This is an optimization exercise on Yosys and OpenROAD, whose aim is small area and a short achievable clock period, not a production implementation. RTL that was checked went through simulation tests only; none was proved equivalent to the original. Function not checked in runs 3 and 4: the RTL went through the layout flow alone.

$ cat flow/config.mk
export PLATFORM = sky130hd
export DESIGN_NAME = lab4_2
export DESIGN_NICKNAME = lab4_2
export VERILOG_FILES = /design/flow/design.v
export SDC_FILE = /design/flow/constraint.sdc
export NUM_CORES = 4
export LEC_CHECK = 0
export CAP_MARGIN = 20
export CORE_MARGIN = 2
export CORE_UTILIZATION = 40
export CTS_BUF_LIST = sky130_fd_sc_hd__clkbuf_16
export CTS_CLUSTER_DIAMETER = 100
export CTS_CLUSTER_SIZE = 22
export SETUP_SLACK_MARGIN = 4.6
export SLEW_MARGIN = 20
export SYNTH_HIERARCHICAL = 1
export SYNTH_MINIMUM_KEEP_SIZE = 0
$ cat flow/constraint.sdc
create_clock -name core_clock -period 8.0 [get_ports {clk}]
set_input_delay 1.6000 -clock core_clock [delete_from_list [all_inputs] [get_ports {clk}]]
set_output_delay 1.6000 -clock core_clock [all_outputs]
set_load 0.01 [all_outputs]
$ cat flow/design.v
`timescale 1ns / 1ps
module lab4_2( 
              input wire      mode,
              input wire[2:0] opCode,
              input wire[3:0] value,
              input clk,
              input reset,
              output reg[9:0] result,
              output reg cacheFull,
              output reg invalidOp,
              output reg overflow);
	reg [9:0] p1;
	reg [4:1] p1_one;
	reg [4:0] p1_two;
	wire [11:0] re = {1'b0, result, 1'b0};
	wire [4:1] r_one;
	wire [4:0] r_two;
	genvar d;
	generate
		for (d = 0; d < 5; d = d + 1) begin : enc
			if (d > 0) assign r_one[d] = re[2*d+1] ^ re[2*d];
			assign r_two[d] = (re[2*d+2] & ~re[2*d+1] & ~re[2*d]) | (~re[2*d+2] & re[2*d+1] & re[2*d]);
		end
	endgenerate
	reg [5:0] j;
	reg       w;
	reg [5:0] size;
	reg [3:0] offset;
	reg [2:0] ops  [0:31];
	reg [3:0] vals [0:31];
	reg [2:0] op;
	reg [3:0] v;
	reg       is_setr;	 
	wire in_ok   = ~(opCode[1] & opCode[0]);
	wire load_ok = ~mode & in_ok & ~size[5];
	wire [31:0] dec = 32'd1 << size[4:0];
	wire [31:0] wen;
	l42_wen wdec (.ld(load_ok), .dec(dec), .en(wen));
	genvar e;
	generate
		for (e = 0; e < 32; e = e + 1) begin : wr
			always @(posedge clk) begin
				if (wen[e]) begin
					ops[e]  <= opCode;
					vals[e] <= value;
				end
			end
		end
	endgenerate
	wire is_add2 = ~op[2] & op[0];
	wire is_fma  = ~op[2] & op[1];
	wire [11:0] sadd = {2'b00, result} + (is_add2 ? {2'b00, p1} : 12'd0) + {8'd0, v};
	wire [10:0] tf;
	l42_mac mac (.a(result), .b(p1), .e_one(p1_one), .e_two(p1_two), .v(v), .t(tf));
	reg big;
	integer m;
	always @(*) begin
		big = 1'b0;
		for (m = 1; m < 10; m = m + 1)
			big = big | ((|(result >> m)) & (|(p1 >> (10 - m))));
	end
	reg [3:0] popc;
	integer q;
	always @(*) begin
		popc = 4'd0;
		for (q = 0; q < 10; q = q + 1) popc = popc + result[q];
	end
	wire [9:0] brev = {result[0], result[1], result[2], result[3], result[4],
	                   result[5], result[6], result[7], result[8], result[9]};
	wire       fsel = mode & is_fma;
	wire [9:0] oth_res = (mode & ~is_setr) ? (op[2] ? (op[0] ? brev : {6'd0, popc}) : sadd[9:0]) : result;
	wire       oth_ovf = mode & (is_setr ? overflow : (~op[2] & (sadd[11] | sadd[10])));
	wire [9:0] res_d;
	wire       ovf_d;
	l42_fin fin (.sel(fsel), .t(tf), .big(big), .o_res(oth_res), .o_ovf(oth_ovf), .res(res_d), .ovf(ovf_d));
	wire [3:0] off_new = is_setr ? v : offset;
	wire [5:0] i_new = w ? {2'b00, off_new} : j;
	wire       off_lt = size[5] | ({1'b0, off_new} < size[4:0]);
	wire       j_lt   = size[5] | (j[4:0] < size[4:0]);
	wire       f_valid = w ? off_lt : j_lt;
	wire [223:0] flat;
	generate
		for (e = 0; e < 32; e = e + 1) begin : rd
			assign flat[7*e +: 7] = {ops[e], vals[e]};
		end
	endgenerate
	wire [6:0] rdq;
	l42_rd rdm (.m(flat), .idx(i_new[4:0]), .q(rdq));
	wire [2:0] f_op = f_valid ? rdq[6:4] : 3'b000;
	wire [3:0] f_v  = f_valid ? rdq[3:0] : 4'b0000;
	wire [5:0] j_new = i_new + 6'd1;
	wire       w_new = w ? ({2'b00, off_new} + 6'd1 == size) : (j + 6'd1 == size);
	wire [5:0] s_inc = size + 6'd1;
	always @(posedge clk or posedge reset) begin
		if (reset) begin
			result <= 10'd0; overflow <= 1'b0;
		end else begin
			result <= res_d;
			overflow <= ovf_d;
		end
	end
	always @(posedge clk or posedge reset) begin
		if (reset) begin
			p1 <= 10'd0; p1_one <= 4'd0; p1_two <= 5'd0; j <= 6'd1; w <= 1'b0; size <= 6'd0; offset <= 4'd0;
			cacheFull <= 1'b0; invalidOp <= 1'b0;
			op <= 3'b000; v <= 4'b0000; is_setr <= 1'b0;
		end else if (~mode) begin
			invalidOp <= ~in_ok;
			if (in_ok) begin
				if (size[5]) cacheFull <= 1'b1;
				else begin
					size <= s_inc;
					w <= (j == s_inc);
				end
			end
			if (load_ok && j[4:0] == s_inc[4:0]) begin
				op <= opCode;
				v <= value;
				is_setr <= opCode[2] & opCode[1];
			end
		end else begin
			invalidOp <= 1'b0;
			offset <= off_new;
			j <= j_new;
			w <= w_new;
			op <= f_op;
			v <= f_v;
			is_setr <= f_op[2] & f_op[1];
			if (!is_setr) begin
				p1 <= result;
				p1_one <= r_one;
				p1_two <= r_two;
			end
		end
	end
endmodule
module l42_wen(input wire ld, input wire [31:0] dec, output wire [31:0] en);
	assign en = dec & {32{ld}};
endmodule
module l42_rd(input wire [223:0] m, input wire [4:0] idx, output wire [6:0] q);
	genvar b, g;
	generate
		for (b = 0; b < 7; b = b + 1) begin : rb
			wire [7:0] l1;
			wire [1:0] l2;
			for (g = 0; g < 8; g = g + 1) begin : grp
				l42_m4 m1 (.d({m[7*(4*g+3)+b], m[7*(4*g+2)+b], m[7*(4*g+1)+b], m[7*(4*g)+b]}),
				           .s(idx[1:0]), .y(l1[g]));
			end
			l42_m4 m2a (.d(l1[3:0]), .s(idx[3:2]), .y(l2[0]));
			l42_m4 m2b (.d(l1[7:4]), .s(idx[3:2]), .y(l2[1]));
			assign q[b] = idx[4] ? l2[1] : l2[0];
		end
	endgenerate
endmodule
module l42_m4(input wire [3:0] d, input wire [1:0] s, output wire y);
	assign y = d[s];
endmodule
module l42_fin(input wire sel, input wire [10:0] t, input wire big,
               input wire [9:0] o_res, input wire o_ovf,
               output wire [9:0] res, output wire ovf);
	assign res = sel ? t[9:0] : o_res;
	assign ovf = sel ? (big | t[10]) : o_ovf;
endmodule
module l42_mac(input wire [9:0] a, input wire [9:0] b, input wire [4:1] e_one,
               input wire [4:0] e_two, input wire [3:0] v, output wire [10:0] t);
	wire [10:0] aa = {1'b0, a};
	wire pp0_0;
	l42_pp upp0_0 (.one(b[0]), .two(e_two[0]), .neg(b[1]), .x1(aa[0]), .x0(1'b0), .y(pp0_0));
	wire pp0_1;
	l42_pp upp0_1 (.one(b[0]), .two(e_two[0]), .neg(b[1]), .x1(aa[1]), .x0(aa[0]), .y(pp0_1));
	wire pp0_2;
	l42_pp upp0_2 (.one(b[0]), .two(e_two[0]), .neg(b[1]), .x1(aa[2]), .x0(aa[1]), .y(pp0_2));
	wire pp0_3;
	l42_pp upp0_3 (.one(b[0]), .two(e_two[0]), .neg(b[1]), .x1(aa[3]), .x0(aa[2]), .y(pp0_3));
	wire pp0_4;
	l42_pp upp0_4 (.one(b[0]), .two(e_two[0]), .neg(b[1]), .x1(aa[4]), .x0(aa[3]), .y(pp0_4));
	wire pp0_5;
	l42_pp upp0_5 (.one(b[0]), .two(e_two[0]), .neg(b[1]), .x1(aa[5]), .x0(aa[4]), .y(pp0_5));
	wire pp0_6;
	l42_pp upp0_6 (.one(b[0]), .two(e_two[0]), .neg(b[1]), .x1(aa[6]), .x0(aa[5]), .y(pp0_6));
	wire pp0_7;
	l42_pp upp0_7 (.one(b[0]), .two(e_two[0]), .neg(b[1]), .x1(aa[7]), .x0(aa[6]), .y(pp0_7));
	wire pp0_8;
	l42_pp upp0_8 (.one(b[0]), .two(e_two[0]), .neg(b[1]), .x1(aa[8]), .x0(aa[7]), .y(pp0_8));
	wire pp0_9;
	l42_pp upp0_9 (.one(b[0]), .two(e_two[0]), .neg(b[1]), .x1(aa[9]), .x0(aa[8]), .y(pp0_9));
	wire pp0_10;
	l42_pp upp0_10 (.one(b[0]), .two(e_two[0]), .neg(b[1]), .x1(aa[10]), .x0(aa[9]), .y(pp0_10));
	wire pp1_2;
	l42_pp upp1_2 (.one(e_one[1]), .two(e_two[1]), .neg(b[3]), .x1(aa[0]), .x0(1'b0), .y(pp1_2));
	wire pp1_3;
	l42_pp upp1_3 (.one(e_one[1]), .two(e_two[1]), .neg(b[3]), .x1(aa[1]), .x0(aa[0]), .y(pp1_3));
	wire pp1_4;
	l42_pp upp1_4 (.one(e_one[1]), .two(e_two[1]), .neg(b[3]), .x1(aa[2]), .x0(aa[1]), .y(pp1_4));
	wire pp1_5;
	l42_pp upp1_5 (.one(e_one[1]), .two(e_two[1]), .neg(b[3]), .x1(aa[3]), .x0(aa[2]), .y(pp1_5));
	wire pp1_6;
	l42_pp upp1_6 (.one(e_one[1]), .two(e_two[1]), .neg(b[3]), .x1(aa[4]), .x0(aa[3]), .y(pp1_6));
	wire pp1_7;
	l42_pp upp1_7 (.one(e_one[1]), .two(e_two[1]), .neg(b[3]), .x1(aa[5]), .x0(aa[4]), .y(pp1_7));
	wire pp1_8;
	l42_pp upp1_8 (.one(e_one[1]), .two(e_two[1]), .neg(b[3]), .x1(aa[6]), .x0(aa[5]), .y(pp1_8));
	wire pp1_9;
	l42_pp upp1_9 (.one(e_one[1]), .two(e_two[1]), .neg(b[3]), .x1(aa[7]), .x0(aa[6]), .y(pp1_9));
	wire pp1_10;
	l42_pp upp1_10 (.one(e_one[1]), .two(e_two[1]), .neg(b[3]), .x1(aa[8]), .x0(aa[7]), .y(pp1_10));
	wire pp2_4;
	l42_pp upp2_4 (.one(e_one[2]), .two(e_two[2]), .neg(b[5]), .x1(aa[0]), .x0(1'b0), .y(pp2_4));
	wire pp2_5;
	l42_pp upp2_5 (.one(e_one[2]), .two(e_two[2]), .neg(b[5]), .x1(aa[1]), .x0(aa[0]), .y(pp2_5));
	wire pp2_6;
	l42_pp upp2_6 (.one(e_one[2]), .two(e_two[2]), .neg(b[5]), .x1(aa[2]), .x0(aa[1]), .y(pp2_6));
	wire pp2_7;
	l42_pp upp2_7 (.one(e_one[2]), .two(e_two[2]), .neg(b[5]), .x1(aa[3]), .x0(aa[2]), .y(pp2_7));
	wire pp2_8;
	l42_pp upp2_8 (.one(e_one[2]), .two(e_two[2]), .neg(b[5]), .x1(aa[4]), .x0(aa[3]), .y(pp2_8));
	wire pp2_9;
	l42_pp upp2_9 (.one(e_one[2]), .two(e_two[2]), .neg(b[5]), .x1(aa[5]), .x0(aa[4]), .y(pp2_9));
	wire pp2_10;
	l42_pp upp2_10 (.one(e_one[2]), .two(e_two[2]), .neg(b[5]), .x1(aa[6]), .x0(aa[5]), .y(pp2_10));
	wire pp3_6;
	l42_pp upp3_6 (.one(e_one[3]), .two(e_two[3]), .neg(b[7]), .x1(aa[0]), .x0(1'b0), .y(pp3_6));
	wire pp3_7;
	l42_pp upp3_7 (.one(e_one[3]), .two(e_two[3]), .neg(b[7]), .x1(aa[1]), .x0(aa[0]), .y(pp3_7));
	wire pp3_8;
	l42_pp upp3_8 (.one(e_one[3]), .two(e_two[3]), .neg(b[7]), .x1(aa[2]), .x0(aa[1]), .y(pp3_8));
	wire pp3_9;
	l42_pp upp3_9 (.one(e_one[3]), .two(e_two[3]), .neg(b[7]), .x1(aa[3]), .x0(aa[2]), .y(pp3_9));
	wire pp3_10;
	l42_pp upp3_10 (.one(e_one[3]), .two(e_two[3]), .neg(b[7]), .x1(aa[4]), .x0(aa[3]), .y(pp3_10));
	wire pp4_8;
	l42_pp upp4_8 (.one(e_one[4]), .two(e_two[4]), .neg(b[9]), .x1(aa[0]), .x0(1'b0), .y(pp4_8));
	wire pp4_9;
	l42_pp upp4_9 (.one(e_one[4]), .two(e_two[4]), .neg(b[9]), .x1(aa[1]), .x0(aa[0]), .y(pp4_9));
	wire pp4_10;
	l42_pp upp4_10 (.one(e_one[4]), .two(e_two[4]), .neg(b[9]), .x1(aa[2]), .x0(aa[1]), .y(pp4_10));
	wire pp5_10 = b[9] & aa[0];
	wire s0 = pp0_6 ^ pp1_6;
	wire c0 = pp0_6 & pp1_6;
	wire s1 = pp0_7 ^ pp1_7;
	wire c1 = pp0_7 & pp1_7;
	wire s2 = pp0_8 ^ pp1_8 ^ pp2_8;
	wire c2 = (pp0_8 & pp1_8) | (pp0_8 & pp2_8) | (pp1_8 & pp2_8);
	wire s3 = pp3_8 ^ pp4_8;
	wire c3 = pp3_8 & pp4_8;
	wire s4 = pp0_9 ^ pp1_9 ^ pp2_9;
	wire c4 = (pp0_9 & pp1_9) | (pp0_9 & pp2_9) | (pp1_9 & pp2_9);
	wire s5 = pp3_9 ^ pp4_9;
	wire c5 = pp3_9 & pp4_9;
	wire s6 = pp0_10 ^ pp1_10 ^ pp2_10;
	wire c6 = (pp0_10 & pp1_10) | (pp0_10 & pp2_10) | (pp1_10 & pp2_10);
	wire s7 = pp3_10 ^ pp4_10 ^ pp5_10;
	wire c7 = (pp3_10 & pp4_10) | (pp3_10 & pp5_10) | (pp4_10 & pp5_10);
	wire s8 = pp0_2 ^ pp1_2;
	wire c8 = pp0_2 & pp1_2;
	wire s9 = pp0_3 ^ pp1_3;
	wire c9 = pp0_3 & pp1_3;
	wire s10 = pp0_4 ^ pp1_4 ^ pp2_4;
	wire c10 = (pp0_4 & pp1_4) | (pp0_4 & pp2_4) | (pp1_4 & pp2_4);
	wire s11 = pp0_5 ^ pp1_5;
	wire c11 = pp0_5 & pp1_5;
	wire s12 = s0 ^ pp2_6 ^ pp3_6;
	wire c12 = (s0 & pp2_6) | (s0 & pp3_6) | (pp2_6 & pp3_6);
	wire s13 = s1 ^ pp2_7 ^ pp3_7;
	wire c13 = (s1 & pp2_7) | (s1 & pp3_7) | (pp2_7 & pp3_7);
	wire s14 = s2 ^ s3 ^ b[9];
	wire c14 = (s2 & s3) | (s2 & b[9]) | (s3 & b[9]);
	wire s15 = s4 ^ s5 ^ c2;
	wire c15 = (s4 & s5) | (s4 & c2) | (s5 & c2);
	wire s16 = s6 ^ s7 ^ c4;
	wire c16 = (s6 & s7) | (s6 & c4) | (s7 & c4);
	wire s17 = pp0_0 ^ b[1];
	wire c17 = pp0_0 & b[1];
	wire s18 = pp0_1 ^ v[1];
	wire c18 = pp0_1 & v[1];
	wire s19 = s8 ^ b[3] ^ v[2];
	wire c19 = (s8 & b[3]) | (s8 & v[2]) | (b[3] & v[2]);
	wire s20 = s9 ^ v[3] ^ c8;
	wire c20 = (s9 & v[3]) | (s9 & c8) | (v[3] & c8);
	wire s21 = s10 ^ b[5] ^ c9;
	wire c21 = (s10 & b[5]) | (s10 & c9) | (b[5] & c9);
	wire s22 = s11 ^ pp2_5 ^ c10;
	wire c22 = (s11 & pp2_5) | (s11 & c10) | (pp2_5 & c10);
	wire s23 = s12 ^ b[7] ^ c11;
	wire c23 = (s12 & b[7]) | (s12 & c11) | (b[7] & c11);
	wire s24 = s13 ^ c0 ^ c12;
	wire c24 = (s13 & c0) | (s13 & c12) | (c0 & c12);
	wire s25 = s14 ^ c1 ^ c13;
	wire c25 = (s14 & c1) | (s14 & c13) | (c1 & c13);
	wire s26 = s15 ^ c3 ^ c14;
	wire c26 = (s15 & c3) | (s15 & c14) | (c3 & c14);
	wire s27 = s16 ^ c5 ^ c15;
	wire c27 = (s16 & c5) | (s16 & c15) | (c5 & c15);
	wire [10:0] x = {s27, s26, s25, s24, s23, s22, s21, s20, s19, s18, s17};
	wire [10:0] y = {c26, c25, c24, c23, c22, c21, c20, c19, c18, c17, v[0]};
	l42_add11 add (.x(x), .y(y), .s(t));
endmodule
module l42_add11(input wire [10:0] x, input wire [10:0] y, output wire [10:0] s);
	wire [10:0] g0 = x & y;
	wire [10:0] p0 = x ^ y;
	wire g1_1 = g0[1] | (p0[1] & g0[0]);
	wire p1_1 = p0[1] & p0[0];
	wire g1_3 = g0[3] | (p0[3] & g0[2]);
	wire p1_3 = p0[3] & p0[2];
	wire g1_5 = g0[5] | (p0[5] & g0[4]);
	wire p1_5 = p0[5] & p0[4];
	wire g1_7 = g0[7] | (p0[7] & g0[6]);
	wire p1_7 = p0[7] & p0[6];
	wire g1_9 = g0[9] | (p0[9] & g0[8]);
	wire p1_9 = p0[9] & p0[8];
	wire g2_2 = g0[2] | (p0[2] & g1_1);
	wire p2_2 = p0[2] & p1_1;
	wire g2_3 = g1_3 | (p1_3 & g1_1);
	wire p2_3 = p1_3 & p1_1;
	wire g2_6 = g0[6] | (p0[6] & g1_5);
	wire p2_6 = p0[6] & p1_5;
	wire g2_7 = g1_7 | (p1_7 & g1_5);
	wire p2_7 = p1_7 & p1_5;
	wire g2_10 = g0[10] | (p0[10] & g1_9);
	wire p2_10 = p0[10] & p1_9;
	wire g3_4 = g0[4] | (p0[4] & g2_3);
	wire p3_4 = p0[4] & p2_3;
	wire g3_5 = g1_5 | (p1_5 & g2_3);
	wire p3_5 = p1_5 & p2_3;
	wire g3_6 = g2_6 | (p2_6 & g2_3);
	wire p3_6 = p2_6 & p2_3;
	wire g3_7 = g2_7 | (p2_7 & g2_3);
	wire p3_7 = p2_7 & p2_3;
	wire g4_8 = g0[8] | (p0[8] & g3_7);
	wire p4_8 = p0[8] & p3_7;
	wire g4_9 = g1_9 | (p1_9 & g3_7);
	wire p4_9 = p1_9 & p3_7;
	wire g4_10 = g2_10 | (p2_10 & g3_7);
	wire p4_10 = p2_10 & p3_7;
	assign s[0] = p0[0];
	assign s[1] = p0[1] ^ g0[0];
	assign s[2] = p0[2] ^ g1_1;
	assign s[3] = p0[3] ^ g2_2;
	assign s[4] = p0[4] ^ g2_3;
	assign s[5] = p0[5] ^ g3_4;
	assign s[6] = p0[6] ^ g3_5;
	assign s[7] = p0[7] ^ g3_6;
	assign s[8] = p0[8] ^ g3_7;
	assign s[9] = p0[9] ^ g4_8;
	assign s[10] = p0[10] ^ g4_9;
endmodule
module l42_pp(input wire one, input wire two, input wire neg, input wire x1, input wire x0, output wire y);
	assign y = ((one & x1) | (two & x0)) ^ neg;
endmodule
$ cat flow/run.sh
#!/bin/bash
# synth_recipe.tcl (not shown) runs the flow's synth.tcl, then flattens the netlist and writes it again
# the make line also repeats each setting of config.mk as NAME=value (left out here)
make -C /OpenROAD-flow-scripts/flow DESIGN_CONFIG=/design/flow/config.mk WORK_HOME=/design/flow/orfs CLKGATE_MAP_FILE= SYNTH_SCRIPT=/design/flow/synth_recipe.tcl finish
==> metrics.log, run 1 <==
INFO  metric most-common-layout-cells = sky130_fd_sc_hd__edfxtp_1 (224), sky130_fd_sc_hd__mux4_2 (70), sky130_fd_sc_hd__inv_1 (62)
INFO  metric num-nets-final = 1213
INFO  metric synth_top_area_share = a little under half
INFO  metric fin_tns_setup = 0 ps
INFO  metric utilization = 46.7%
INFO  metric core = about 37000 um2
INFO  metric placed_cells = 1503
INFO  metric worst_setup_path_startpoint = p1[0]
INFO  metric yosysTopAreaCell = sky130_fd_sc_hd__edfxtp_1
INFO  metric root_buffer_master = sky130_fd_sc_hd__clkbuf_16
INFO  metric grt_first_pass_wirelength = 56700 um
INFO  metric floorplan.initialDensity = approximately two fifths
INFO  metric clock_tree_from_tritoncts = built
INFO  metric finalSetupViolations = 0
INFO  metric timing.hold.worst.class = register to register
INFO  metric place.gp.congestion = roughly 0.8
INFO  metric cts_sink_count = roughly 280
INFO  metric dp_hpwl = 23100 um
INFO  metric required_time_of_the_worst_setup_path = 8400 ps
INFO  metric grt_antenna_before_repair = 0
INFO  metric status = complete, no violations
INFO  metric synth_cell_types = 62
INFO  metric number_of_warning_messages_in_the_yosys_log = 9
INFO  metric dieArea = 38900 um2
INFO  metric netlist_area = 14900 um2
INFO  metric max-clock-path-buffers = 3
INFO  metric ys_dominant_reg_cell = sky130_fd_sc_hd__edfxtp_1
INFO  metric final_cells = 1587
INFO  metric synth.avg_cell_area = 14.6 um2
INFO  metric synth-edff-count = roughly 220
INFO  metric max_slew_margin = 25.3%
INFO  metric routed_wirelength = 37100 um
INFO  metric crit_path_max_fanout = 6
INFO  metric proportion_of_layout_cells_with_a_drive_suffix_above_1 = a little under a third
INFO  metric groute.usage.overall = 19.2%
INFO  metric grt_setup_unrepaired = yes
INFO  metric seq_area_frac_synth = between 50% and 60%
INFO  metric cts_hold_buffers = 0
INFO  metric worst-r2r-cell-count = 12
INFO  metric worst_setup_sp_type = register
INFO  metric f_max = roughly 0.26 GHz
INFO  metric finClkSkew = 17.7 ps
INFO  metric worstPathArrival = 4220 ps
INFO  metric max_slew.worst_pin.slew = 1120 ps
INFO  metric dieHeight = 197 um
INFO  metric via_count_of_the_first_global_routing_pass = 9118
INFO  metric pre_antenna_drt_iters = 5
INFO  metric largest_net_degree_at_the_start_of_global_routing = between 50 and 60
INFO  metric hold_violations = 0
INFO  metric detail_route.vias_per_cell = 5.60
INFO  metric die_w = 197 um
INFO  metric setup.worst_path.end = result[8]
INFO  metric grt-ovfl-total = 0
INFO  metric rows = 70
INFO  metric crit_path_end_kind = register
INFO  metric number_of_buffer_cells_added_on_primary_ports = 22
INFO  metric final.period_utilization = 47.6%
INFO  metric r2r-end = result[8]
INFO  metric insertion_delay_of_the_later_clocked_pin_in_the_worst_skew_pair = 520 ps
INFO  metric most_common_library_cell_in_the_layout_ignoring_fill_and_taps = sky130_fd_sc_hd__edfxtp_1
INFO  metric final_critical_path_setup_slack = ~4200 ps
INFO  metric slew_violations = 0
INFO  metric area.growth.synth_to_final = 14.7%
INFO  metric dp_worst_setup_slack = 3880 ps
INFO  metric postSynthCellCount = just over 1000
INFO  metric htree_levels = 1
INFO  metric post_drt_wl_per_cell = 23.4 um
INFO  metric post_synth_main_area_contributors = sky130_fd_sc_hd__edfxtp_1 (45%), sky130_fd_sc_hd__mux4_2 (11%), sky130_fd_sc_hd__dfrtp_1 (9.4%)
INFO  metric antenna_cells_inserted = 0
INFO  metric clk_pin_slew_worst_paths = 100 ps
INFO  metric tritoncts.num_buffers = 16
INFO  metric drt-initial-drc-count = slightly below 800
INFO  metric regToRegSetupSlack = 4190 ps
INFO  metric critPathKind = register to register
INFO  metric async_reset_ff_share = between 20% and 30%
INFO  metric ios = 23
INFO  metric cap_viol_max_count = 0
INFO  metric detail-route-antenna-nets = 0
INFO  metric dr_total_vias = 8885
INFO  metric post-route-drc-count = 0
INFO  metric minimum_clock_period_after_layout = 3810 ps
INFO  metric ys_seq_elements = between 200 and 300
INFO  metric worstReg2RegStart = p1[0]
synth_stat cells (30+ instances only):
library cell / count
sky130_fd_sc_hd__a21oi_1: 31
sky130_fd_sc_hd__dfrtp_1: 56
sky130_fd_sc_hd__fa_1: 30
sky130_fd_sc_hd__nand2_1: 55
sky130_fd_sc_hd__a22oi_2: 35
sky130_fd_sc_hd__mux4_2: 70
sky130_fd_sc_hd__inv_1: 69
sky130_fd_sc_hd__and2_2: 33
sky130_fd_sc_hd__edfxtp_1: 224
sky130_fd_sc_hd__ha_1: 58
sky130_fd_sc_hd__o21ai_0: 32
sky130_fd_sc_hd__nor2_1: 57
sky130_fd_sc_hd__xnor2_1: 65
final cells by class:
type                    instances  area [um2]
repair buffers                 94         876
fillers                      3181       19600
clock buffers                  16         400
clock inverters                 6        38.8
multi-input cells             651        6760
flip-flops and latches        281        8200
well taps                     468         586
inverters                      71         277
metal layers:
| layer | track usage (%) | wire length, um |
|---|---|---|
| met3 | 2.30 | 2060 |
| met4 | 4.65 | 855 |
| met1 | 28.9 | 17100 |
| met2 | 29.9 | 17100 |
| met5 | 0 | 0 |
per-module statistics from Yosys (local to each module, per instance):
| module | flip-flops and latches | area, um2 | cells inside | times used |
|---|---|---|---|---|
| l42_pp | 0 | 21.3 | 2 | 35 |
| l42_m4 | 0 | 22.5 | 1 | 70 |
| l42_mac | 0 | 593 | 59 | 1 |
| l42_wen | 0 | 255 | 35 | 1 |
| l42_fin | 0 | 166 | 14 | 1 |
| l42_rd | 0 | 116 | 8 | 1 |
| l42_add11 | 0 | 418 | 52 | 1 |
| lab4_2 | 281 | 11100 | 714 | 1 |
logic make-up after synthesis:
family	after synthesis	synth area share (%)
other	1	0.0251
flip-flops	281	54.6
adder cells (fa/ha/maj)	88	8.88
AO/OA/AOI/OAI	147	7.75
buffers and inverters	96	2.65
AND/OR/NAND/NOR	220	7.54
XOR/XNOR	78	4.66
multiplexers	111	13.9
state kept, by name (all words and copies together), names as in the netlist, 3 cells and up:
register	cells
v	4
j	6
ops	96
p1	10
op	3
result	10
size	6
p1_two	5
offset	4
vals	128
p1_one	4
metrics by stage:
step	instance area (um2)	hold slack [ps]
after CTS	16700	524
after global placement	15800	498
final	17100	533
after global routing	17100	567
after detailed placement	15800	501
after floorplan	15100	457
worst min path at each step:
| stage | to | cells past startpoint | start | slack [ps] |
|---|---|---|---|---|
| finish | p1[2] | 2 | p1[2] | 530 |
| CTS | p1[2] | 2 | p1[2] | 520 |
| detailed placement | p1[2] | 2 | p1[2] | 500 |
| global route | cacheFull | 1 | cacheFull | 570 |
| floorplan | p1[2] | 2 | p1[2] | 460 |
| global placement | p1[2] | 2 | p1[2] | 500 |
critical path, cell delays in order (launching register included):
cell,delay [ps]
sky130_fd_sc_hd__dfrtp_4,530
sky130_fd_sc_hd__buf_12,150
sky130_fd_sc_hd__a22oi_2,220
sky130_fd_sc_hd__xnor2_2,100
sky130_fd_sc_hd__fa_1,580
sky130_fd_sc_hd__fa_1,470
sky130_fd_sc_hd__ha_4,290
sky130_fd_sc_hd__o211ai_2,60
sky130_fd_sc_hd__a21o_1,220
sky130_fd_sc_hd__and3_4,190
sky130_fd_sc_hd__a21oi_4,120
sky130_fd_sc_hd__fa_2,490
sky130_fd_sc_hd__mux2_4,270
timing repair:
item	CTS	global route
setup buffers	41	19
endpoints found under the setup margin	246	167
cloned	0	2
gates resized for setup	38	56
pin swaps	14	42
==> run 2, diff against run 1 <==
--- a/flow/config.mk
+++ b/flow/config.mk
@@ -11,7 +11,7 @@
 export CTS_BUF_LIST = sky130_fd_sc_hd__clkbuf_16
 export CTS_CLUSTER_DIAMETER = 100
 export CTS_CLUSTER_SIZE = 22
-export SETUP_SLACK_MARGIN = 4.6
+export SETUP_SLACK_MARGIN = 4.0
 export SLEW_MARGIN = 20
 export SYNTH_HIERARCHICAL = 1
 export SYNTH_MINIMUM_KEEP_SIZE = 0
==> metrics.log, run 2 <==
INFO  metric status = complete, no violations
INFO  metric slew_violations = 0 (unchanged)
INFO  metric clk_pin_slew_worst_paths = 90 ps (about the same)
INFO  metric number_of_buffer_cells_added_on_primary_ports = 22 (unchanged)
INFO  metric cts_hold_buffers = 0 (unchanged)
INFO  metric grt_setup_unrepaired = yes
INFO  metric place.gp.congestion = 0.799 (-0.57%)
INFO  metric proportion_of_layout_cells_with_a_drive_suffix_above_1 = 25.3% (-6.2 points)
INFO  metric antenna_cells_inserted = 0 (unchanged)
INFO  metric most_common_library_cell_in_the_layout_ignoring_fill_and_taps = sky130_fd_sc_hd__edfxtp_1
INFO  metric post-route-drc-count = 0 (unchanged)
INFO  metric fin_tns_setup = 0 ps (unchanged)
INFO  metric placed_cells = 1506 (+0.20%)
INFO  metric root_buffer_master = sky130_fd_sc_hd__clkbuf_16
INFO  metric synthTopCellsByCount = sky130_fd_sc_hd__edfxtp_1 (224), sky130_fd_sc_hd__mux4_2 (70), sky130_fd_sc_hd__inv_1 (69)
INFO  metric fin_hold_ws = 516 ps (-17.7 ps)
INFO  metric worst_setup_sp_type = register
INFO  metric grt_first_pass_wirelength = 54700 um (-3.5%)
INFO  metric detail_route.vias_per_cell = 5.52 (-1.3%)
INFO  metric async_reset_ff_share = 20.3% (unchanged)
INFO  metric number_of_warning_messages_in_the_yosys_log = 9 (unchanged)
INFO  metric final_cells = 1561 (-1.6%)
INFO  metric netlist_area = 14900 um2 (unchanged)
INFO  metric synth_top_area_share = 45.0% (unchanged)
INFO  metric final_critical_path_setup_slack = 4160 ps (-32.5 ps)
INFO  metric pre_antenna_drt_iters = 5 (unchanged)
INFO  metric post_synth_main_area_contributors = sky130_fd_sc_hd__edfxtp_1 (45%), sky130_fd_sc_hd__mux4_2 (11%), sky130_fd_sc_hd__dfrtp_1 (9.4%)
INFO  metric yosysTopAreaCell = sky130_fd_sc_hd__edfxtp_1
INFO  metric regs_by_ff_count = vals x128, ops x96
INFO  metric worst_setup_path_startpoint = p1[0]
INFO  metric crit_path_end_kind = register
INFO  metric grt_antenna_before_repair = 0 (unchanged)
INFO  metric dieHeight = 197 um (unchanged)
INFO  metric finalSetupViolations = 0 (unchanged)
INFO  metric max_slew_margin = 29.2% (+3.9 points)
INFO  metric worstPathArrival = 4230 ps (about the same)
INFO  metric post_drt_wl_per_cell = 22.2 um (-5.0%)
INFO  metric cts_sink_count = 281 (unchanged)
INFO  metric largest_register_ff_count = 128 (unchanged)
INFO  metric postSynthCellCount = 1022 (unchanged)
INFO  metric regToRegSetupSlack = 4160 ps (-30 ps)
INFO  metric detail-route-antenna-nets = 0 (unchanged)
INFO  metric worstReg2RegStart = p1[0]
INFO  metric dieArea = 38900 um2 (unchanged)
INFO  metric required_time_of_the_worst_setup_path = 8380 ps (-20 ps)
INFO  metric area.growth.synth_to_final = 10.8%
INFO  metric floorplan.initialDensity = 40.7% (unchanged)
INFO  metric crit_path_max_fanout = 4 (-2)
INFO  metric die_w = 197 um (unchanged)
INFO  metric synth_cell_types = 62 (unchanged)
INFO  metric max_slew.worst_pin.slew = 1060 ps (-58.2 ps)
INFO  metric minimum_clock_period_after_layout = 3840 ps (+32.5 ps)
INFO  metric timing.hold.worst.class = register to register
INFO  metric rows = 70 (unchanged)
INFO  metric seq_area_frac_synth = 54.6% (unchanged)
INFO  metric dp_worst_setup_slack = 3570 ps (-309 ps)
INFO  metric grt-ovfl-total = 0 (unchanged)
INFO  metric routed_wirelength = 34700 um (-6.5%)
INFO  metric setup.worst_path.end = result[8]
INFO  metric critPathKind = register to register
INFO  metric worst-r2r-cell-count = 14 (+2)
INFO  metric r2r-end = result[8]
INFO  metric clock_tree_from_tritoncts = built
INFO  metric synth-edff-count = 224 (unchanged)
INFO  metric largest_net_degree_at_the_start_of_global_routing = 59 (unchanged)
INFO  metric tritoncts.num_buffers = 17 (+1)
INFO  metric most-common-layout-cells = sky130_fd_sc_hd__edfxtp_1 (224), sky130_fd_sc_hd__inv_1 (77), sky130_fd_sc_hd__mux4_2 (70)
INFO  metric finClkSkew = 13.5 ps (-4.15 ps)
INFO  metric ys_dominant_reg_cell = sky130_fd_sc_hd__edfxtp_1
INFO  metric max-clock-path-buffers = 3 (unchanged)
INFO  metric hold_violations = 0 (unchanged)
INFO  metric synth_most_common_cell = sky130_fd_sc_hd__edfxtp_1
INFO  metric core = 36700 um2 (unchanged)
INFO  metric final.period_utilization = 48.0% (+0.41 points)
INFO  metric min_from = cacheFull
INFO  metric utilization = 45.1% (-1.6 points)
INFO  metric groute.usage.overall = 18.4% (-0.79 points)
INFO  metric num-nets-final = 1180 (-2.7%)
INFO  metric cap_viol_max_count = 0 (unchanged)
INFO  metric top_register = vals
INFO  metric ios = 23 (unchanged)
INFO  metric via_count_of_the_first_global_routing_pass = 8878 (-2.6%)
INFO  metric ys_seq_elements = 281 (unchanged)
INFO  metric drt-initial-drc-count = 671 (-14%)
INFO  metric dp_hpwl = 22900 um (-0.69%)
INFO  metric insertion_delay_of_the_later_clocked_pin_in_the_worst_skew_pair = 510 ps (about the same)
INFO  metric f_max = 0.260 GHz (-0.84%)
INFO  metric synth.avg_cell_area = 14.6 um2 (unchanged)
INFO  metric dr_total_vias = 8623 (-2.9%)
INFO  metric htree_levels = 1 (unchanged)
-- run 2: stage by stage --
| step | cell area [um2] |
|---|---|
| finish | 16600 |
| global route | 16600 |
| CTS | 16300 |
| detailed placement | 15800 |
| global placement | 15800 |
| floorplan | 15000 |
-- run 2: cell type report --
| class | instances | area [um2] |
|---|---|---|
| fillers | 3260 | 20100 |
| repair buffers | 61 | 494 |
| well taps | 468 | 586 |
| inverters | 71 | 267 |
| flip-flops and latches | 281 | 8190 |
| clock buffers | 17 | 425 |
| clock inverters | 13 | 76.3 |
| multi-input cells | 650 | 6510 |
-- run 2: modules after synthesis, one instance, submodules excluded --
module,times used,cells inside
l42_add11,1,52
l42_fin,1,14
l42_m4,70,1
l42_mac,1,59
l42_pp,35,2
l42_rd,1,8
l42_wen,1,35
lab4_2,1,714
-- run 2: worst min-delay path by stage --
stage	endpoint	cells past startpoint
global placement	offset[1]	2
global route	cacheFull	1
detailed placement	cacheFull	1
CTS	cacheFull	1
finish	cacheFull	1
floorplan	p1[2]	2
-- run 2: what timing repair did --
action	in CTS	in global routing
pin swaps	0	5
gates resized for setup	18	23
buffers inserted	6	19
endpoints found under the setup margin	5	4
-- run 2: logic make-up after synthesis --
logic type      Yosys count  synth area share [%]
buf+inv                  96                  2.65
simple gates            220                  7.54
other cells               1                0.0251
fa+ha+maj                88                  8.88
mux                     111                  13.9
flops                   281                  54.6
xor+xnor                 78                  4.66
compound gates          147                  7.75
-- run 2: per-layer routing --
metal	share of wire (%)	wire (um)	up-vias	track usage, %
met2	48	16800	190	30.3
met5	0	0	-	0
met1	46	16100	4462	27.1
li1	-	-	3934	-
met4	1.6	548	0	3.04
met3	3.8	1300	37	1.74
-- run 2: worst max-delay path, cell delays in order (launching register included) --
cell,delay (ps)
sky130_fd_sc_hd__dfrtp_4,510
sky130_fd_sc_hd__buf_4,150
sky130_fd_sc_hd__a22oi_2,180
sky130_fd_sc_hd__xnor2_1,100
sky130_fd_sc_hd__ha_1,290
sky130_fd_sc_hd__inv_1,50
sky130_fd_sc_hd__fa_1,470
sky130_fd_sc_hd__inv_1,50
sky130_fd_sc_hd__fa_1,510
sky130_fd_sc_hd__ha_2,230
sky130_fd_sc_hd__nor2_2,60
sky130_fd_sc_hd__and3_4,190
sky130_fd_sc_hd__a21oi_1,160
sky130_fd_sc_hd__fa_2,490
sky130_fd_sc_hd__mux2_4,270
==> run 3, diff against run 2 <==
--- a/flow/design.v
+++ b/flow/design.v
@@ -59,12 +59,10 @@
 		for (m = 1; m < 10; m = m + 1)
 			big = big | ((|(result >> m)) & (|(p1 >> (10 - m))));
 	end
-	reg [3:0] popc;
-	integer q;
-	always @(*) begin
-		popc = 4'd0;
-		for (q = 0; q < 10; q = q + 1) popc = popc + result[q];
-	end
+	wire [2:0] pc_lo, pc_hi;
+	l42_pc5 pcl (.x(result[4:0]), .n(pc_lo));
+	l42_pc5 pch (.x(result[9:5]), .n(pc_hi));
+	wire [3:0] popc = pc_lo + pc_hi;
 	wire [9:0] brev = {result[0], result[1], result[2], result[3], result[4],
 	                   result[5], result[6], result[7], result[8], result[9]};
 	wire       fsel = mode & is_fma;
@@ -162,6 +160,18 @@
 	assign res = sel ? t[9:0] : o_res;
 	assign ovf = sel ? (big | t[10]) : o_ovf;
 endmodule
+module l42_pc5(input wire [4:0] x, output reg [2:0] n);
+	always @(*) begin
+		case (x)
+			5'd0: n = 3'd0;
+			5'd1, 5'd2, 5'd4, 5'd8, 5'd16: n = 3'd1;
+			5'd3, 5'd5, 5'd6, 5'd9, 5'd10, 5'd12, 5'd17, 5'd18, 5'd20, 5'd24: n = 3'd2;
+			5'd7, 5'd11, 5'd13, 5'd14, 5'd19, 5'd21, 5'd22, 5'd25, 5'd26, 5'd28: n = 3'd3;
+			5'd31: n = 3'd5;
+			default: n = 3'd4;
+		endcase
+	end
+endmodule
 module l42_mac(input wire [9:0] a, input wire [9:0] b, input wire [4:1] e_one,
                input wire [4:0] e_two, input wire [3:0] v, output wire [10:0] t);
 	wire [10:0] aa = {1'b0, a};
@@ -334,17 +344,20 @@
 	wire g4_10 = g2_10 | (p2_10 & g3_7);
 	wire p4_10 = p2_10 & p3_7;
 	assign s[0] = p0[0];
-	assign s[1] = p0[1] ^ g0[0];
-	assign s[2] = p0[2] ^ g1_1;
-	assign s[3] = p0[3] ^ g2_2;
-	assign s[4] = p0[4] ^ g2_3;
-	assign s[5] = p0[5] ^ g3_4;
-	assign s[6] = p0[6] ^ g3_5;
-	assign s[7] = p0[7] ^ g3_6;
-	assign s[8] = p0[8] ^ g3_7;
-	assign s[9] = p0[9] ^ g4_8;
-	assign s[10] = p0[10] ^ g4_9;
+	l42_x2 ux1 (.a(p0[1]), .b(g0[0]), .y(s[1]));
+	l42_x2 ux2 (.a(p0[2]), .b(g1_1), .y(s[2]));
+	l42_x2 ux3 (.a(p0[3]), .b(g2_2), .y(s[3]));
+	l42_x2 ux4 (.a(p0[4]), .b(g2_3), .y(s[4]));
+	l42_x2 ux5 (.a(p0[5]), .b(g3_4), .y(s[5]));
+	l42_x2 ux6 (.a(p0[6]), .b(g3_5), .y(s[6]));
+	l42_x2 ux7 (.a(p0[7]), .b(g3_6), .y(s[7]));
+	l42_x2 ux8 (.a(p0[8]), .b(g3_7), .y(s[8]));
+	l42_x2 ux9 (.a(p0[9]), .b(g4_8), .y(s[9]));
+	l42_x2 ux10 (.a(p0[10]), .b(g4_9), .y(s[10]));
 endmodule
 module l42_pp(input wire one, input wire two, input wire neg, input wire x1, input wire x0, output wire y);
 	assign y = ((one & x1) | (two & x0)) ^ neg;
 endmodule
+module l42_x2(input wire a, input wire b, output wire y);
+	assign y = a ^ b;
+endmodule
==> metrics.log, run 3 <==
INFO  metric post_layout_inst_area = 16700 um2 (+0.98%)
INFO  metric groute.usage.overall = 18.9% (+0.42 points)
INFO  metric largest_net_degree_at_the_start_of_global_routing = 59 (unchanged)
INFO  metric synth_top_area_share = 44.2% (-0.79 points)
INFO  metric synth.avg_cell_area = 14.1 um2 (-3.5%)
INFO  metric synth_most_common_cell = sky130_fd_sc_hd__edfxtp_1
INFO  metric cap_viol_max_count = 0 (unchanged)
INFO  metric crit_path_end_kind = register
INFO  metric max_slew.worst_pin.slew = 1100 ps (+35.8 ps)
INFO  metric finalSetupViolations = 0 (unchanged)
INFO  metric post_synth_main_area_contributors = sky130_fd_sc_hd__edfxtp_1 (44%), sky130_fd_sc_hd__mux4_2 (10%), sky130_fd_sc_hd__dfrtp_1 (9.2%)
INFO  metric most_common_library_cell_in_the_layout_ignoring_fill_and_taps = sky130_fd_sc_hd__edfxtp_1
INFO  metric tritoncts.num_buffers = 16 (-1)
INFO  metric regs_by_ff_count = vals x128, ops x96
INFO  metric core = 37600 um2 (+2.4%)
INFO  metric place.gp.congestion = 0.816 (+2.1%)
INFO  metric grt-ovfl-total = 0 (unchanged)
INFO  metric timing.hold.worst.class = register to register
INFO  metric pre_antenna_drt_iters = 4 (-1)
INFO  metric max_slew_margin = 26.9% (-2.2 points)
INFO  metric floorplan.initialDensity = 40.5% (-0.24 points)
INFO  metric netlist_area = 15200 um2 (+1.8%)
INFO  metric regToRegSetupSlack = 4190 ps (+40 ps)
INFO  metric grt_antenna_before_repair = 0 (unchanged)
INFO  metric cts_hold_buffers = 0 (unchanged)
INFO  metric slowest_stage = sky130_fd_sc_hd__dfrtp_4
INFO  metric drt-initial-drc-count = 746 (+11%)
INFO  metric utilization = 44.5% (-0.63 points)
INFO  metric worst-path-buf-inv = 2 (-1)
INFO  metric worst_setup_sp_type = register
INFO  metric via_count_of_the_first_global_routing_pass = 9040 (+1.8%)
INFO  metric number_of_buffer_cells_added_on_primary_ports = 22 (unchanged)
INFO  metric detail_route.vias_per_cell = 5.40 (-2.2%)
INFO  metric f_max = 0.263 GHz (+1.0%)
INFO  metric fin_tns_setup = 0 ps (unchanged)
INFO  metric top_register = vals
INFO  metric timing.critical_path.slowest_cell_delay = 600 ps (+90 ps)
INFO  metric ios = 23 (unchanged)
INFO  metric most-common-layout-cells = sky130_fd_sc_hd__edfxtp_1 (224), sky130_fd_sc_hd__inv_1 (74), sky130_fd_sc_hd__nor2_1 (72)
INFO  metric worstPathArrival = 4200 ps (-30 ps)
INFO  metric crit_path_max_fanout = 14 (+10)
INFO  metric dieArea = 39600 um2 (+1.7%)
INFO  metric r2r-end = result[9]
INFO  metric area.growth.synth_to_final = 9.91%
INFO  metric placed_cell_area = 16100 um2 (+1.8%)
INFO  metric htree_levels = 1 (unchanged)
INFO  metric root_buffer_master = sky130_fd_sc_hd__clkbuf_16
INFO  metric seq_area_frac_synth = 53.6% (-0.96 points)
INFO  metric worstReg2RegStart = result[6]
INFO  metric grt_setup_unrepaired = no
INFO  metric minimum_clock_period_after_layout = 3810 ps (-38.7 ps)
INFO  metric clk_pin_slew_worst_paths = 100 ps (about the same)
INFO  metric cp_top_family = adder cells
INFO  metric die_w = 199 um (+0.87%)
INFO  metric synthTopCellsByCount = sky130_fd_sc_hd__edfxtp_1 (224), sky130_fd_sc_hd__nor2_1 (73), sky130_fd_sc_hd__mux4_2 (70)
INFO  metric finClkSkew = 31.4 ps (+17.9 ps)
INFO  metric dp_hpwl = 24100 um (+5.4%)
INFO  metric required_time_of_the_worst_setup_path = 8390 ps (about the same)
INFO  metric synth-edff-count = 224 (unchanged)
INFO  metric rows = 71 (+1.4%)
INFO  metric largest_register_ff_count = 128 (unchanged)
INFO  metric detail-route-antenna-nets = 0 (unchanged)
INFO  metric post_drt_wl_per_cell = 22.1 um (-0.72%)
INFO  metric final.period_utilization = 47.6% (-0.48 points)
INFO  metric cp_cell_sequence = a22oi_2, xnor2_1, ha_1, inv_1, fa_1, fa_1, inv_1, ha_2, and2_4, a221oi_4, o21ai_2, a21o_1, xor2_1, mux2_2
INFO  metric ys_dominant_reg_cell = sky130_fd_sc_hd__edfxtp_1
INFO  metric setup.worst_path.end = result[9]
INFO  metric hold_violations = 0 (unchanged)
INFO  metric yosysTopAreaCell = sky130_fd_sc_hd__edfxtp_1
INFO  metric postSynthCellCount = 1078 (+5.5%)
INFO  metric num-nets-final = 1223 (+3.6%)
INFO  metric synth_cell_types = 72 (+16%)
INFO  metric cts_sink_count = 281 (unchanged)
INFO  metric worst-r2r-cell-count = 14 (unchanged)
INFO  metric clock_tree_from_tritoncts = built
INFO  metric insertion_delay_of_the_later_clocked_pin_in_the_worst_skew_pair = 510 ps (about the same)
INFO  metric post-route-drc-count = 0 (unchanged)
INFO  metric number_of_warning_messages_in_the_yosys_log = 10 (+1)
INFO  metric proportion_of_layout_cells_with_a_drive_suffix_above_1 = 22.6% (-2.7 points)
INFO  metric antenna_cells_inserted = 0 (unchanged)
INFO  metric critPathKind = register to register
INFO  metric ys_seq_elements = 281 (unchanged)
INFO  metric worst_setup_path_startpoint = result[6]
INFO  metric status = complete, no violations
INFO  metric dr_total_vias = 8896 (+3.2%)
INFO  metric async_reset_ff_share = 20.3% (unchanged)
INFO  metric slew_violations = 0 (unchanged)
INFO  metric critical_path_depth = 14 (unchanged)
INFO  metric routed_wirelength = 36300 um (+4.7%)
INFO  metric dieHeight = 199 um (+0.87%)
INFO  metric max-clock-path-buffers = 3 (unchanged)
INFO  metric grt_first_pass_wirelength = 56200 um (+2.8%)
run 3: cell count changes after synthesis, sizes merged, moves of 8 or more:
cell | before | now
fa | 30 | 21
o31ai | 1 | 9
nand2 | 56 | 64
nor2 | 57 | 73
ha | 58 | 67
o22ai | 11 | 1
run 3: logic make-up (layout without fill, tap and decap cells):
family          after synthesis  in the layout  share of synthesized area [%]
simple gates                253            253                           8.40
compound gates              163            163                           8.28
mux                         107            107                           13.5
fa+ha+maj                    88             88                           8.28
flops                       281            281                           53.6
buf+inv                      99            151                           2.79
other cells                   1              6                         0.0247
xor+xnor                     86             86                           5.09
run 3: routing by layer:
metal  global-route usage [%]  vias to the layer above  share of wire, %
li1                         -                     4132                 -
met1                     25.9                     4495                44
met2                     32.4                      227                49
met3                     2.20                       42               4.7
met4                     4.01                        0               2.2
met5                        0                        -                 0
run 3: how the worst min path moves through the flow:
stage / startpoint / to / slack, ps / depth (start not counted)
after floorplan: p1[4] / p1[4] / 460 / 2
final: p1[4] / p1[4] / 520 / 2
after CTS: p1[4] / p1[4] / 520 / 2
after global placement: p1[4] / p1[4] / 490 / 2
after global routing: p1[4] / p1[4] / 560 / 2
after detailed placement: p1[4] / p1[4] / 500 / 2
run 3: worst reg2reg max path, stage by stage (launching register included):
cell and delay (ps):
sky130_fd_sc_hd__dfrtp_4 600, sky130_fd_sc_hd__a22oi_2 170, sky130_fd_sc_hd__xnor2_1 140, sky130_fd_sc_hd__ha_1 250, sky130_fd_sc_hd__inv_1 70, sky130_fd_sc_hd__fa_1 430
sky130_fd_sc_hd__fa_1 550, sky130_fd_sc_hd__inv_1 50, sky130_fd_sc_hd__ha_2 290, sky130_fd_sc_hd__and2_4 180, sky130_fd_sc_hd__a221oi_4 250, sky130_fd_sc_hd__o21ai_2 110
sky130_fd_sc_hd__a21o_1 200, sky130_fd_sc_hd__xor2_1 150, sky130_fd_sc_hd__mux2_2 260
run 3: final cells by class:
cell class,count,area (um2)
Multi-Input combinational cell,703,6710
Tap cell,511,639
Clock buffer,16,400
Inverter,67,251
Sequential cell,281,8190
Clock inverter,12,57.6
Fill cell,3410,20900
Timing Repair Buffer,56,468
run 3: Yosys stat by module, one instance, submodules excluded, a selection:
module / times used / area, um2
l42_add11: 1 / 303
l42_m4: 70 / 22.5
l42_pc5: 2 / 185
l42_pp: 35 / 21.3
l42_rd: 1 / 116
l42_wen: 1 / 255
l42_x2: 10 / 8.76
lab4_2: 1 / 11000
run 3: metrics by stage:
| step | hold slack (ps) | setup slack, ps | cells |
|---|---|---|---|
| after floorplan | 458 | 3980 | 1083 |
| after global placement | 486 | 3760 | 1601 |
| after detailed placement | 499 | 3710 | 1601 |
| after CTS | 525 | 4000 | 1629 |
| after global routing | 559 | 4000 | 1646 |
| final | 522 | 4190 | 1646 |
run 3: repair_timing:
item	CTS	global route
buffers inserted	0	17
pin swaps	0	1
resized for setup	10	19
setup endpoints to repair	4	10
endpoints found under the hold margin	0	0
==> run 4, diff against run 3 <==
--- a/flow/design.v
+++ b/flow/design.v
@@ -87,7 +87,8 @@
 	wire [2:0] f_op = f_valid ? rdq[6:4] : 3'b000;
 	wire [3:0] f_v  = f_valid ? rdq[3:0] : 4'b0000;
 	wire [5:0] j_new = i_new + 6'd1;
-	wire       w_new = w ? ({2'b00, off_new} + 6'd1 == size) : (j + 6'd1 == size);
+	wire [5:0] s_dec = size - 6'd1;
+	wire       w_new = w ? ({2'b00, off_new} == s_dec) : (j == s_dec);
 	wire [5:0] s_inc = size + 6'd1;
 	always @(posedge clk or posedge reset) begin
 		if (reset) begin
==> metrics.log, run 4 <==
INFO  metric status = complete, no violations
INFO  metric insertion_delay_of_the_later_clocked_pin_in_the_worst_skew_pair = 510 ps (about the same)
INFO  metric pre_antenna_drt_iters = 5 (+1)
INFO  metric routed_wirelength = 35100 um (-3.4%)
INFO  metric max_slew_margin = 39.3% (+12 points)
INFO  metric f_max = 0.255 GHz (-3.0%)
INFO  metric root_buffer_master = sky130_fd_sc_hd__clkbuf_16
INFO  metric num-nets-final = 1214 (-0.74%)
INFO  metric rows = 71 (unchanged)
INFO  metric place.gp.congestion = 0.789 (-3.3%)
INFO  metric cts_sink_count = 281 (unchanged)
INFO  metric detail_route.vias_per_cell = 5.42 (+0.21%)
INFO  metric grt_antenna_before_repair = 0 (unchanged)
INFO  metric crit_path_max_fanout = 19 (+5)
INFO  metric die_w = 199 um (-0.10%)
INFO  metric grt_first_pass_wirelength = 53200 um (-5.4%)
INFO  metric most_common_library_cell_in_the_layout_ignoring_fill_and_taps = sky130_fd_sc_hd__edfxtp_1
INFO  metric ios = 23 (unchanged)
INFO  metric antenna_cells_inserted = 0 (unchanged)
INFO  metric grt-ovfl-total = 0 (unchanged)
INFO  metric finalSetupViolations = 0 (unchanged)
INFO  metric tritoncts.num_buffers = 17 (+1)
INFO  metric placed_cell_area = 16000 um2 (-0.29%)
INFO  metric clk_pin_slew_worst_paths = 90 ps (about the same)
INFO  metric regs_by_ff_count = vals x128, ops x96
INFO  metric post_layout_inst_area = 16700 um2 (-0.16%)
INFO  metric number_of_warning_messages_in_the_yosys_log = 10 (unchanged)
INFO  metric top_register = vals
INFO  metric yosysTopAreaCell = sky130_fd_sc_hd__edfxtp_1
INFO  metric synthTopCellsByCount = sky130_fd_sc_hd__edfxtp_1 (224), sky130_fd_sc_hd__nor2_1 (71), sky130_fd_sc_hd__mux4_2 (70)
INFO  metric final.period_utilization = 49.0% (+1.5 points)
INFO  metric required_time_of_the_worst_setup_path = 8400 ps (about the same)
INFO  metric synth-edff-count = 224 (unchanged)
INFO  metric most-common-layout-cells = sky130_fd_sc_hd__edfxtp_1 (224), sky130_fd_sc_hd__nor2_1 (71), sky130_fd_sc_hd__mux4_2 (70)
INFO  metric slew_violations = 0 (unchanged)
INFO  metric critPathKind = register to register
INFO  metric minimum_clock_period_after_layout = 3920 ps (+116 ps)
INFO  metric groute.usage.overall = 17.9% (-0.94 points)
INFO  metric crit_path_end_kind = register
INFO  metric largest_register_ff_count = 128 (unchanged)
INFO  metric hold_violations = 0 (unchanged)
INFO  metric synth_top_area_share = 44.3% (+0.091 points)
INFO  metric synth_cell_types = 75 (+4.2%)
INFO  metric seq_area_frac_synth = 53.7% (+0.11 points)
INFO  metric floorplan.initialDensity = 40.5% (about the same)
INFO  metric post_drt_wl_per_cell = 21.5 um (-2.7%)
INFO  metric core = 37500 um2 (-0.24%)
INFO  metric finClkSkew = 23.4 ps (-8.05 ps)
INFO  metric number_of_buffer_cells_added_on_primary_ports = 22 (unchanged)
INFO  metric via_count_of_the_first_global_routing_pass = 8682 (-4.0%)
INFO  metric dieArea = 39500 um2 (-0.20%)
INFO  metric area.growth.synth_to_final = 9.95% (about the same)
INFO  metric post_synth_main_area_contributors = sky130_fd_sc_hd__edfxtp_1 (44%), sky130_fd_sc_hd__mux4_2 (10%), sky130_fd_sc_hd__dfrtp_1 (9.2%)
INFO  metric ys_dominant_reg_cell = sky130_fd_sc_hd__edfxtp_1
INFO  metric post-route-drc-count = 0 (unchanged)
INFO  metric synth.avg_cell_area = 14.2 um2 (+0.45%)
INFO  metric worstPathArrival = 4320 ps (+120 ps)
INFO  metric max-clock-path-buffers = 3 (unchanged)
INFO  metric dp_hpwl = 22600 um (-6.4%)
INFO  metric detail-route-antenna-nets = 0 (unchanged)
INFO  metric fin_hold_ws = 491 ps (-31.4 ps)
INFO  metric largest_net_degree_at_the_start_of_global_routing = 59 (unchanged)
INFO  metric cap_viol_max_count = 0 (unchanged)
INFO  metric drt-initial-drc-count = 688 (-7.8%)
INFO  metric postSynthCellCount = 1071 (-0.65%)
INFO  metric worst_setup_sp_type = register
INFO  metric synth_most_common_cell = sky130_fd_sc_hd__edfxtp_1
INFO  metric max_slew.worst_pin.slew = 910 ps (-186 ps)
INFO  metric proportion_of_layout_cells_with_a_drive_suffix_above_1 = 22.5% (-0.026 points)
INFO  metric fin_tns_setup = 0 ps (unchanged)
INFO  metric dieHeight = 199 um (-0.10%)
INFO  metric ys_seq_elements = 281 (unchanged)
INFO  metric async_reset_ff_share = 20.3% (unchanged)
INFO  metric clock_tree_from_tritoncts = built
INFO  metric grt_setup_unrepaired = yes
INFO  metric timing.hold.worst.class = register to register
INFO  metric dr_total_vias = 8850 (-0.52%)
INFO  metric netlist_area = 15200 um2 (-0.21%)
INFO  metric htree_levels = 1 (unchanged)
run 4: cell count changes after synthesis, sizes merged, moves of 5 or more:
cell,change
a211oi,+9
a21oi,-9
and3,-10
mux2i,-5
o21ai,+5
o31ai,-6
xnor2,-6
run 4: what timing repair did:
action                     4_1_cts  5_1_grt
pin swaps                        1        2
buffers inserted                 0       15
gates resized for setup         16        9
cloned                           1        1
hold buffers                     0        0
setup endpoints to repair       12      112
run 4: through the flow:
step	worst slack, ps	util (%)	instances
final	4080	44.5	1634
after CTS	3990	44.1	1618
after global routing	3930	44.5	1634
after floorplan	4020	-	1076
after global placement	3550	42.7	1592
after detailed placement	3470	42.7	1592
run 4: final cells by class:
class / instances / area, um2
clock inverters: 8 / 76.3
fillers: 3368 / 20800
flip-flops and latches: 281 / 8180
clock buffers: 17 / 425
well taps: 511 / 639
inverters: 66 / 248
multi-input cells: 699 / 6670
repair buffers: 52 / 442
run 4: critical path, cell delays in order (launching register included):
cell	delay (ps)
sky130_fd_sc_hd__dfrtp_4	620
sky130_fd_sc_hd__a22oi_2	170
sky130_fd_sc_hd__xnor2_1	140
sky130_fd_sc_hd__ha_1	250
sky130_fd_sc_hd__inv_1	70
sky130_fd_sc_hd__fa_1	450
sky130_fd_sc_hd__fa_1	560
sky130_fd_sc_hd__inv_1	40
sky130_fd_sc_hd__ha_1	320
sky130_fd_sc_hd__and2_4	180
sky130_fd_sc_hd__a221oi_2	260
sky130_fd_sc_hd__o21ai_2	110
sky130_fd_sc_hd__a21o_1	190
sky130_fd_sc_hd__xor2_1	180
sky130_fd_sc_hd__mux2_2	270
run 4: per-layer routing:
metal  vias to the layer above  track usage (%)  part of all wire [%]  wire length, um
met5                         -                0                     0                0
met4                         0             2.46                  0.96              336
met3                        24             2.03                   4.5             1560
met2                       196             29.9                    48            17000
met1                      4514             25.9                    46            16200
li1                       4116                -                     -                -
run 4: per-module statistics from Yosys, one instance, submodules excluded, a selection:
module     cells  flops+latches  copies in the design
l42_add11     39              0                     1
l42_pp         2              0                    35
l42_fin       14              0                     1
l42_wen       35              0                     1
l42_rd         8              0                     1
lab4_2       720            281                     1
run 4: worst paths after layout:
kind | from | end | slack, ps | cells after the start
setup reg to reg | result[4] | result[9] | 4080 | 14
setup / recovery | result[4] | result[9] | 4080 | 14
hold / removal | offset[0] | offset[0] | 490 | 2
max in group asynchronous | reset | result[7] | 5770 | 3
min in group asynchronous | reset | invalidOp | 1600 | 3
hold reg to reg | offset[0] | offset[0] | 490 | 2
run 4: kinds of logic (layout without fill, tap and decap cells):
family,count (synthesis),after routing,share of synthesized area (%)
flip-flops,281,281,53.7
AND/OR/NAND/NOR,249,251,8.36
AO/OA/AOI/OAI,169,169,8.76
multiplexers,104,104,13.3
buffers and inverters,98,143,2.79
adder cells (fa/ha/maj),87,87,8.21
XOR/XNOR,82,82,4.82
other,1,6,0.0247

-- port drivers added, routing unchanged --
The results above use ideal ports. As a check the final layouts listed here were re-extracted and re-timed, cells and wires unchanged.
Step 1 assumes that a clkbuf_16 drives the clock port and a buf_2 every other input.
Step 2 adds t to the input delays and takes it off the output delays; t is the mean of the earliest and latest rising clock arrival at the registers after step 1. Input paths then give back, and output paths get back, about the clock's delay inside the block.
a / b / c = ideal / step 1 / step 2; a / b = the first two.
run | t, ns | setup WS [ns] | slew at the worst register clock pin (ns) | worst data-port slew with drivers (ns) | cell pins on the clock port's net
run 1 | 0.554 | 4.189 / 4.189 / 4.122 | 0.10 / 0.10 | 0.03 | 1
run 2 | 0.552 | 4.156 / 4.156 / 3.833 | 0.10 / 0.10 | 0.03 | 1
run 3 | 0.550 | 4.195 / 4.195 / 3.721 | 0.10 / 0.10 | 0.03 | 1
run 4 | 0.542 | 4.079 / 4.079 / 3.645 | 0.10 / 0.10 | 0.04 | 1
After both steps every run listed still meets setup and hold. The setup slack of run 3, which loses most, moves by 0.000 ns with the drivers and by -0.474 ns with both steps.
